What follows belongs to an exercise in optimizing a design on an open flow for small area; a production flow would make more cautious choices. In this exercise RTL edits were held to simulation tests only and were not proved equivalent to the original. No activity file was given, so power comes from the tool's default toggle rates.

$ cat design.v
module alu_top(
    input clk,
    input [31:0] a,
    input [31:0] b,
    input [2:0] op,
    input rev,
    output [31:0] result
    );
    reg [31:0] a_q;
    reg [31:0] b_q;
    reg [2:0] op_q;
    reg rev_q;
    reg [31:0] result_q;
    logic [31:0] alu_result;
    always @(posedge clk) begin
        a_q <= a;
        b_q <= b;
        op_q <= op;
        rev_q <= rev;
        result_q <= alu_result;
    end
    alu u_alu(
        .a(a_q),
        .b(b_q),
        .op(op_q),
        .rev(rev_q),
        .result(alu_result)
    );
    assign result = result_q;
endmodule

module alu(
    input [31:0] a,  
    input [31:0] b,  
    input [2:0] op,  
    input rev,       
    output logic [31:0] result
    );
    logic signed [31:0] signed_a;
    logic signed [31:0] signed_b;
    logic signed [31:0] adder_b;
    logic signed [31:0] sum;
    logic signed [31:0] shift_right;
    assign signed_a = a;
    assign signed_b = b;
    assign adder_b = {32{rev}} ^ signed_b;
    assign sum = signed_a + adder_b + rev;
    assign shift_right = rev ? (signed_a >>> b[4:0]) : (signed_a >> b[4:0]);
    always @(*) begin
        result = 32'hXXXXXXXX;
        case (op)
        3'b000: result = sum;
        3'b001: result = a << b[4:0];
        3'b010: result = (signed_a < signed_b) ? 1 : 0;
        3'b011: result = (a < b) ? 1 : 0;
        3'b100: result = a ^ b;
        3'b101: result = shift_right;
        3'b110: result = a | b;
        3'b111: result = a & b;
        endcase
    end
endmodule
$ cat run.sh
#!/bin/bash
# synth_recipe.tcl (not shown) runs the flow's synth.tcl, then flattens the netlist and writes it again
# the make line also repeats each setting of config.mk as NAME=value (left out here)
make -C /OpenROAD-flow-scripts/flow DESIGN_CONFIG=/design/flow/config.mk WORK_HOME=/design/flow/orfs CLKGATE_MAP_FILE= SYNTH_SCRIPT=/design/flow/synth_recipe.tcl finish
$ cat config.mk
export PLATFORM = sky130hd
export DESIGN_NAME = alu_top
export DESIGN_NICKNAME = alu_top
export VERILOG_FILES = /design/flow/design.v
export SDC_FILE = /design/flow/constraint.sdc
export NUM_CORES = 8
export LEC_CHECK = 0
export CAP_MARGIN = 20
export CORE_MARGIN = 2
export CORE_UTILIZATION = 40
export SLEW_MARGIN = 20
$ cat constraint.sdc
create_clock -name core_clock -period 4.0 [get_ports {clk}]
set_input_delay 0.8000 -clock core_clock [delete_from_list [all_inputs] [get_ports {clk}]]
set_output_delay 0.8000 -clock core_clock [all_outputs]
set_load 0.01 [all_outputs]
==> flow_summary.toml <==
[global_routing]
grt_antenna_before_repair = 2
gr-total-overflow = 0
vias_in_the_first_global_route = 9760
track_usage_pct = 28.6
grt_start_max_net_pins = 79
grt_pass1_wl_um = 60700

[finish]
finish.cell_count_without_fillers = 1703
layout-area-overhead-vs-synth_pct = 14.6
fillerInstances = 2601
layout_net_count = 1561
drive_above_1_share_pct = 8.99
insertedDiodeCount = 0

[die]
floorplan.io_pins = 101
design.core.area_mm2 = 0.0260
die_area_mm2 = 0.0277
initial_core_util_pct = 40.6
die_ht_um = 166
rows = 59
die_x_um = 166

[yosys]
synth_area_per_cell_um2 = 8.08
synth.area.mux_share_pct = 14.2
netlist-cell-type-count = 82
syn_area_mm2 = 0.0106
count_of_warnings_emitted_by_yosys = 2
seq_area_frac_synth_pct = 19.0
yosys.area_share.adder_pct = 15.2
synthesis.nets = 1504
dominant_combinational_cell_family_by_area_after_synthesis = "compound AO/OA/AOI/OAI gates"
async_reset_ff_share_pct = 0
postSynthRegisterBits = 100
synthesis.instances = 1307
synth_ff_type = "dfxtp_1"
synth-compound-area-share_pct = 26.1
synth_xor_area_share_pct = 4.40
post_synth_and_or_nand_nor_area_fraction_pct = 13.3
count_of_flip_flops_with_a_built_in_enable_after_synthesis = 0

[critical_path]
r2r.worst_path.cells = 11
cp_data_required_time_ps = 4230
cp-endpoint = "result_q[26]"
critical_path_class = "reg -> reg"
timing.critical_path.from_type = "register"
setup.reg_to_reg.worst_slack_ps = 700
crit_path_cell_trace = "buf_4 -> xor2_1 -> ha_1 -> a21o_2 -> a211oi_1 -> o31ai_1 -> a2bb2oi_1 -> nand3b_1 -> a41oi_1 -> xor2_1 -> o21ai_0"
crit_path_top_cell_by_count = "xor2_1"
crit_arrival_ps = 3540
end_kind = "register"
timing.rr.end = "result_q[26]"
worstPathMaxFanout = 19
r2r_start = "rev_q"
crit_path_start = "rev_q"
timing.critical_path.slowest_stage_cell = "dfxtp_2"
critPathMaxStageDelay_ps = 600

[cts]
ctsLongestPathBuffers = 2
cts_made_buffers = 9
postCtsResizedCells = 0
cts.sink_count = 100
clk_root_buffer_cell = "clkbuf_16"
cts_tree = "done"
post-cts-setup-buffer-count = 0
clk_pin_slew_ps = 70
cts_hold_repair.buffers = 0
cts.htree.levels = 3
clock_insertion_delay_worst_skew_ps = 370

[sta]
final_report_setup_violation_count = 0
totalNegativeSetupSlack_ps = 0
slew_violations = 0
rsz0062_at_grt = "false"
fin_crit_sh_pct = 82.6
max_freq_mhz = 303
hold_slack_ps = 847
worst_slew_pin_slew_ps = 833
slew_headroom_pct = 44.5
finalClockSkew_ps = 12.5
finalHoldViolations = 0
post-route-min-period_ps = 3300

[placed_design]
dp.cells = 1688
routability_congestion_estimate = 1.02
final_hpwl_from_detailed_placement_um = 31400
port_buffers = 100

[detailed_routing]
initialDrtViolationCount = 1217
drt_wl_total_um = 40700
num_vias = 10400
ant_nets = 0
drt_pass1_iterations = 8
wire_per_inst_um = 23.9
via_cell_ratio = 6.08
drc_errors = 0

[power_and_ir_drop]
peakVddDrop_v = 0.000190
power.leakage_uw = 0.00515
power_density_over_the_cells_mw_per_mm2 = 296

[outcome]
outcome = "no timing/DRC/antenna violations"

[worst_hold_path]
path_category_of_the_worst_min_delay_check = "reg -> reg"

[flow_run]
drv_cap = 0
[synth_stat cells, types with 13 or more instances]
| cell type | count | share of area, % |
|---|---|---|
| inv_1 | 86 | 3.1 |
| mux2i_1 | 43 | 4.1 |
| clkbuf_1 | 45 | 1.6 |
| mux4_2 | 45 | 9.6 |
| xor2_1 | 44 | 3.7 |
| dfxtp_1 | 100 | 19 |
| o221ai_1 | 13 | 1.1 |
| o21bai_1 | 14 | 1.0 |
| nor2_1 | 165 | 5.9 |
| ha_1 | 127 | 15 |
| o211ai_1 | 18 | 1.3 |
| buf_2 | 14 | 0.66 |
| a21o_1 | 20 | 1.4 |
| nor3_1 | 15 | 0.71 |
| a21oi_1 | 125 | 5.9 |
| o21ai_0 | 92 | 4.4 |
| a211oi_1 | 29 | 2.1 |
| nand2_1 | 104 | 3.7 |
[flip-flops by register name, summed over array words and instances (netlist names)]
name      flops
rev_q         1
b_q          32
op_q          3
a_q          32
result_q     32
[power breakdown]
group          internal, µW  switching (µW)  leakage (µW)
combinational           631             861       0.00418
clock                   483             418      0.000132
sequential             1080             109      0.000843
[worst min path at each step]
stage	from	endpoint	slack [ps]	cells after the start
after floorplan	b_q[4]	result_q[4]	700	5
after global placement	b_q[22]	result_q[22]	830	5
after detailed placement	b_q[22]	result_q[22]	830	5
after CTS	b[1]	b_q[1]	850	1
after global routing	b[1]	b_q[1]	850	1
final	b_q[22]	result_q[22]	850	5
[metal layers]
metal / GRT usage [%] / share of wire [%]
met5: 0 / 0
met4: 8.25 / 2.6
met3: 7.13 / 9.5
met2: 43.2 / 43
met1: 40.5 / 45
[critical path, delay by kind of cell (launching register included)]
family,cells,cell delay [ps]
AO/OA/AOI/OAI,6,1370
flip-flops,1,600
buffers and inverters,1,390
XOR/XNOR,2,340
adder cells (fa/ha/maj),1,310
AND/OR/NAND/NOR,1,150
[through the flow]
step | cell area (µm²) | utilization (%) | total power [µW] | setup slack (ps)
3_3_place_gp | 11800 | 45.5 | 2650 | 787
2_1_floorplan | 10600 | - | 2130 | 377
4_1_cts | 12100 | 46.6 | 3570 | 707
6_report | 12100 | 46.6 | 3580 | 696
5_1_grt | 12100 | 46.6 | 3760 | 432
3_5_place_dp | 11800 | 45.5 | 2650 | 720
[cell families (layout without fill, tap and decap cells)]
family / Yosys count / in the layout
AO/OA/AOI/OAI: 422 / 422
XOR/XNOR: 53 / 53
adder cells (fa/ha/maj): 128 / 128
buffers and inverters: 180 / 241
flip-flops: 100 / 100
multiplexers: 93 / 93
AND/OR/NAND/NOR: 331 / 331
[cell usage in the layout, fill, tap and decap left out, types with 32 or more instances in the layout]
| cell type | netlist | layout |
|---|---|---|
| inv_1 | 86 | 86 |
| nor2_1 | 165 | 165 |
| nand2_1 | 104 | 104 |
| mux2i_1 | 43 | 43 |
| xor2_1 | 44 | 44 |
| buf_4 | 8 | 32 |
| mux4_2 | 45 | 45 |
| ha_1 | 127 | 127 |
| a21oi_1 | 125 | 125 |
| o21ai_0 | 92 | 92 |
| clkdlybuf4s50_1 | 0 | 100 |
| dfxtp_1 | 100 | 93 |
[cell type report]
| type | instances | area [µm²] | share of cell area (%) |
|---|---|---|---|
| clock buffers | 11 | 233 | 1.92 |
| clock inverters | 4 | 51.3 | 0.424 |
| inverters | 91 | 344 | 2.84 |
| multi-input cells | 1027 | 7730 | 63.9 |
| flip-flops and latches | 100 | 2020 | 16.7 |
| well taps | 335 | 419 | 3.46 |
| repair buffers | 135 | 1300 | 10.8 |

## port drivers added, routing unchanged
No port has a modelled driver above. Below, the same layout with a new extraction and two added sets of constraints.
Step 1 assumes that a clkbuf_16 drives the clock port and a buf_2 every other input.
Step 2 also shifts input and output timing later by t, the mid clock arrival at the registers, as if the neighbouring blocks saw the same clock.
Slacks: ideal ports / drivers / drivers and shift; pairs: ideal ports / drivers.
t (ns): 0.414
slack for setup (ns): 0.696 / 0.696 / 0.696
clock arrival spread, ns: 0.012 / 0.013
pins driven straight from the clock port: 1
After both steps setup and hold are still met in this run. For this run, drivers alone change the setup slack by 0.000 ns; drivers and shift together by 0.000 ns.
